Source: an optimization exercise on an open RTL-to-GDS flow (aim: small area and a short achievable clock period). Production flows keep margins and buffers that such runs may drop.
In this exercise RTL edits were held to simulation tests only and were not proved equivalent to the original.

wip/harbor:
Design fp16MAC, start of the top module:
module fp16MAC(a, b, acc, CLK, RESETn);
	input [15:0] a, b;
	input CLK, RESETn;
	output reg [15:0] acc;
	wire        pre_s;
	wire [4:0]  pre_e;
	wire [1:0]  pre_c;
	fm_mul_pre u_pre(.a(a), .b(b), .s(pre_s), .e(pre_e), .c(pre_c));
	reg        in_s;
	reg [1:0]  in_c;
	reg [4:0]  in_e;
	reg [9:0]  in_ma, in_mb;
	wire [12:0] mul_m;
	wire        mul_st;
	fm_mul_prod u_prod(.ma(in_ma), .mb(in_mb), .m(mul_m), .st(mul_st));
	reg        md_s;
	reg [1:0]  md_c;
	reg [4:0]  md_e;
	reg [12:0] md_m;
	reg        md_st;
	wire [15:0] prod_w;
	fm_mul_round u_rnd(.s(md_s), .e(md_e), .c(md_c), .m(md_m), .st(md_st), .p(prod_w));
	reg [15:0] prod;
	wire [15:0] sum_w;
	fm_add u_add(.A(acc), .B(prod), .Y(sum_w));
	always @(posedge CLK, negedge RESETn) begin
		if (!RESETn) begin
			in_s <= 1'b0;
			in_c <= 2'd0;
			md_s <= 1'b0;
			md_c <= 2'd0;
			prod <= 16'd0;
			acc  <= 16'd0;
		end else begin
			in_s <= pre_s;
			in_c <= pre_c;
			md_s <= in_s;
			md_c <= in_c;
			prod <= prod_w;
			acc  <= sum_w;
		end
	end
	always @(posedge CLK) begin
		in_e  <= pre_e;
		in_ma <= a[9:0];
		in_mb <= b[9:0];
		md_e  <= in_e;
		md_m  <= mul_m;
		md_st <= mul_st;
	end
  ...
For scale: about 1500 cells after synthesis, ~82 flip-flops, ~50 I/O pins, roughly 11000 sq um of cells after synthesis.
==> module fm_mul_pre, before the edit <==
module fm_mul_pre(a, b, s, e, c);
	input  [15:0] a, b;
	output        s;
	output [4:0]  e;
	output [1:0]  c;
	wire za  = ~|a[14:0];
	wire zb  = ~|b[14:0];
	wire ia  = &a[14:10];
	wire ib  = &b[14:10];
	wire nan = (ia & |a[9:0]) | (ib & |b[9:0]);
	wire z   = za | zb;
	wire i   = ia | ib;
	assign s = a[15] ^ b[15];
	assign e = a[14:10] + b[14:10];
	assign c = (nan | (z & i)) ? 2'd3 : z ? 2'd0 : i ? 2'd2 : 2'd1;
endmodule
==> module fm_mul_round, before the edit <==
module fm_mul_round(s, e, c, m, st, p);
	input         s;
	input  [4:0]  e;
	input  [1:0]  c;
	input  [12:0] m;      
	input         st;     
	output [15:0] p;
	wire hi = m[12];
	wire r  = hi ? m[1] : m[0];
	wire g  = hi ? m[2] : m[1];
	wire sk = st | (hi & m[0]);
	wire up = r & (g | sk);
	wire [10:0] k  = hi ? m[12:2] : m[11:1];
	wire [11:0] kp = {1'b0, k} + up;
	wire        cy = hi | kp[11];
	wire [9:0]  f  = kp[11] ? kp[10:1] : kp[9:0];
	wire [4:0]  ex = e + {3'b100, cy, ~cy};         
	reg [14:0] mag;
	always @(*) begin
		case (c)
			2'd0: mag = 15'h0000;
			2'd1: mag = {ex, f};
			2'd2: mag = 15'h7c00;
			default: mag = 15'h7c01;
		endcase
	end
	assign p = {s, mag};
endmodule
==> module fm_add, before the edit <==
module fm_add(A, B, Y);
	input  [15:0] A, B;
	output [15:0] Y;
	wire       sA = A[15], sB = B[15];
	wire [4:0] eA = A[14:10], eB = B[14:10];
	wire [9:0] mA = A[9:0],   mB = B[9:0];
	wire zA  = ~|eA;
	wire zB  = ~|eB;
	wire iA  = &eA;
	wire iB  = &eB;
	wire nan = (iA & |mA) | (iB & |mB);
	wire sub = sA ^ sB;
	wire [4:0] dab, dba;
	wire       cab, cba;
	fm_sk #(5) u_dab(.a(eA), .b(~eB), .cin(1'b1), .sum(dab), .cout(cab));    
	fm_sk #(5) u_dba(.a(eB), .b(~eA), .cin(1'b1), .sum(dba), .cout(cba));    
	wire [9:0] mdum;
	wire       cm;
	fm_sk #(10) u_mc(.a(mA), .b(~mB), .cin(1'b1), .sum(mdum), .cout(cm));    
	wire       d0   = cab & cba;
	wire       ge   = cab;                       
	wire       gm   = cab & (~cba | cm);         
	wire [4:0] d    = ge ? dab : dba;
	wire [4:0] emax = ge ? eA : eB;
	wire [10:0] Mbig = gm ? {1'b1, mA} : {1'b1, mB};
	wire [10:0] Msm  = gm ? {1'b1, mB} : {1'b1, mA};
	wire        sbig = gm ? sA : sB;
	wire [21:0] yal = {Msm, 11'b0} >> d;
	wire        st8 = |yal[8:0];
	wire        st9 = st8 | yal[9];
	wire        st10 = st9 | yal[10];
	wire [11:0] H;
	wire        Hc;
	fm_sk #(12) u_h(.a({1'b0, Mbig}), .b({12{sub}} ^ {1'b0, yal[21:11]}), .cin(sub & ~st10), .sum(H), .cout(Hc));
	wire        R10 = yal[10] ^ (sub & st9);
	wire        R9  = yal[9]  ^ (sub & st8);
	wire        n0 = H[11];
	wire        n1 = ~H[11] & H[10];
	wire        n2 = ~H[11] & ~H[10];
	wire [10:0] fk = ({11{n0}} & H[11:1]) | ({11{n1}} & H[10:0]) | ({11{n2}} & {H[9:0], R10});
	wire        fr = (n0 & H[0]) | (n1 & R10) | (n2 & R9);
	wire        fg = (n0 & H[1]) | (n1 & H[0]) | (n2 & R10);
	wire        fs = (n0 & st10) | (n1 & st9) | (n2 & st8);
	wire        fup = fr & (fg | fs);
	wire [10:0] fkp;
	wire        fov;
	fm_inc #(11) u_fi(.a(fk), .inc(fup), .sum(fkp), .cout(fov));
	wire [4:0]  emp1, emp2, emm1;
	wire        dc0, dc1, dc2;
	fm_inc #(5) u_e1(.a(emax), .inc(1'b1), .sum(emp1), .cout(dc0));
	fm_inc #(5) u_e2(.a(emp1), .inc(1'b1), .sum(emp2), .cout(dc1));
	fm_sk  #(5) u_e3(.a(emax), .b(5'b11111), .cin(1'b0), .sum(emm1), .cout(dc2));
	wire [4:0]  fe = n0 ? (fov ? emp2 : emp1) :
	                 n1 ? (fov ? emp1 : emax) :
	                      (fov ? emax : emm1);
	wire [14:0] far_mag = {fe, fkp[9:0]};
	wire [11:0] T = {H[10:0], R10};
	reg [3:0] lz;
	always @(*) begin
		casez (T[10:0])
			11'b1??????????: lz = 4'd0;
			11'b01?????????: lz = 4'd1;
			11'b001????????: lz = 4'd2;
			11'b0001???????: lz = 4'd3;
			11'b00001??????: lz = 4'd4;
			11'b000001?????: lz = 4'd5;
			11'b0000001????: lz = 4'd6;
			11'b00000001???: lz = 4'd7;
			11'b000000001??: lz = 4'd8;
			default:         lz = 4'd9;
		endcase
	end
	wire [10:0] V  = T[10:0] << lz;
	wire [4:0]  en;
	wire        enc;
	fm_sk #(5) u_en(.a(emax), .b(~{1'b0, lz}), .cin(1'b0), .sum(en), .cout(enc));    
	wire        nv = V[10];
	wire [15:0] near_res = nv ? {sbig, en, V[9:0]} : {6'b0, V[9:0]};
	wire        near_sel = sub & (d0 | ((d == 5'd1) & ~T[11]));
	wire [15:0] normal = near_sel ? near_res : {sbig, far_mag};
	assign Y = nan ? 16'h7c01 :
	           zA  ? B :
	           zB  ? A :
	           (iA | iB) ? (sub ? 16'h7c01 : {sA, 15'h7c00}) :
	           normal;
endmodule
export LEC_CHECK = 0
export ABC_AREA = 1
export CAP_MARGIN = 20
export CORE_MARGIN = 2
export CORE_UTILIZATION = 55
export SLEW_MARGIN = 20
export SYNTH_HIERARCHICAL = 1
create_clock -name core_clock -period 15.5 [get_ports {CLK}]
standard.sh (not shown) runs the stock make flow with config.mk's settings and CLKGATE_MAP_FILE= SYNTH_SCRIPT=/design/flow/synth_recipe.tcl, a recipe that flattens the netlist after the stock synthesis.
==> flow/flow/run.sh <==
#!/bin/bash
# Own flow: the standard layout (standard.sh, unchanged ORFS scripts and
# settings) with its own synthesis script, flow/own_synth.tcl (see there).
# Floorplan, power grid, placement, clock tree and routing are the standard
# flow's.  Each make step writes its full log under orfs/logs/; the make
# output itself goes to standard.log here.
set -euo pipefail
sed -E "s#SYNTH_SCRIPT=[^ ]+#SYNTH_SCRIPT=$PWD/flow/own_synth.tcl SETUP_SLACK_MARGIN=9.8#" standard.sh > own_standard.sh
grep -q "SYNTH_SCRIPT=$PWD/flow/own_synth.tcl" own_standard.sh
bash own_standard.sh > standard.log 2>&1
==> flow/flow/abc_area.script <==
strash
dch
amap
topo
stime -c
buffer -c
upsize -c
dnsize -c
==> flow/flow/abc_fast.script <==
strash
dch
map -B 0.9
topo
stime -c
buffer -c
upsize -c
dnsize -c
==> flow/flow/own_synth.tcl <==
set own_dir [file dirname [file normalize [info script]]]
proc synth {args} {
  if {[lsearch -exact $args "fine:"] >= 0} {
    yosys synth -nofsm -noshare -noabc {*}$args
  } else {
    yosys synth -nofsm -noshare {*}$args
  }
}
proc extract_fa {args} { yosys extract_fa {*}$args fm_mul_prod }
proc keep_hierarchy {args} {
  foreach m {fm_add fm_mul_prod fm_mul_round} { yosys setattr -mod -set keep_hierarchy 1 $m }
}
proc abc {args} {
  global own_dir
  set i [expr {[lsearch -exact $args -script] + 1}]
  yosys abc {*}[lreplace $args $i $i $own_dir/abc_fast.script] fm_add
  yosys abc {*}[lreplace $args $i $i $own_dir/abc_area.script] fm_mul_prod fm_mul_round fp16MAC
}
source $::env(SCRIPTS_DIR)/synth.tcl
# left out here: clear keep_hierarchy, flatten, clean up, hide names made inside functions, write 1_2_yosys.v
Changes in wip/ember relative to wip/harbor:
--- a/flow/design.v
+++ b/flow/design.v
@@ -58,5 +58,5 @@
 	wire i   = ia | ib;
 	assign s = a[15] ^ b[15];
-	assign e = a[14:10] + b[14:10];
+	assign e = a[14:10] + b[14:10] + 5'd17;
 	assign c = (nan | (z & i)) ? 2'd3 : z ? 2'd0 : i ? 2'd2 : 2'd1;
 endmodule
@@ -367,5 +367,5 @@
 	wire        cy = hi | kp[11];
 	wire [9:0]  f  = kp[11] ? kp[10:1] : kp[9:0];
-	wire [4:0]  ex = e + {3'b100, cy, ~cy};         
+	wire [4:0]  ex = e + cy;
 	reg [14:0] mag;
 	always @(*) begin
@@ -435,5 +435,7 @@
 	                      (fov ? emax : emm1);
 	wire [14:0] far_mag = {fe, fkp[9:0]};
-	wire [11:0] T = {H[10:0], R10};
+	wire [11:0] T;
+	wire        Tc;
+	fm_sk #(12) u_t(.a({Mbig, 1'b0}), .b(~(d0 ? {Msm, 1'b0} : {1'b0, Msm})), .cin(1'b1), .sum(T), .cout(Tc));
 	reg [3:0] lz;
 	always @(*) begin
==> comparison <==
- wip/ember: all stages complete, timing, DRC and antenna checks passed
- Taking wip/harbor as the reference point, the worst hold slack across all endpoints of wip/ember falls by 0.0081 ns.
- Taking wip/harbor as the reference, in wip/ember instance area after placement has increased; design area climbed about 2.3%; clock skew went up 0.0061 ns; net count after synthesis now larger; core utilization lower.
- The run showing the greater period utilization is wip/harbor.
- In the metrics for wip/harbor and wip/ember, the one carrying the lower instance count of the mapped netlist is wip/harbor.
- Side by side, sequential share of layout area turned out lower in wip/ember than in wip/harbor.
- Against wip/harbor, wip/ember reports a synthesized area that is higher.

==> separate check: timing with driven ports <==
How much do the figures lean on ideal ports? The routed layouts below were timed once more, with nothing changed but the port constraints. Step 1 sets driving cells, clkbuf_16 on the clock port and buf_2 on the other inputs (assumed; they add their load-dependent delay and slew). Step 2 also shifts input and output timing later by t, the mid clock arrival at the registers, as if the neighbouring blocks saw the same clock. Three values: ideal, step 1, step 2; two values: the first two.
| run | t, ns | setup WS [ns] | worst hold slack (ns) | latest minus earliest clock arrival (ns) | cell pins on the clock port's net |
|---|---|---|---|---|---|
| wip/harbor | 0.380 | 10.222 / 10.222 / 10.222 | 0.328 / 0.328 / 0.328 | 0.006 / 0.006 | 1 |
| wip/ember | 0.380 | 10.290 / 10.290 / 10.290 | 0.320 / 0.320 / 0.320 | 0.012 / 0.013 | 1 |
After both steps every run listed still meets setup and hold.
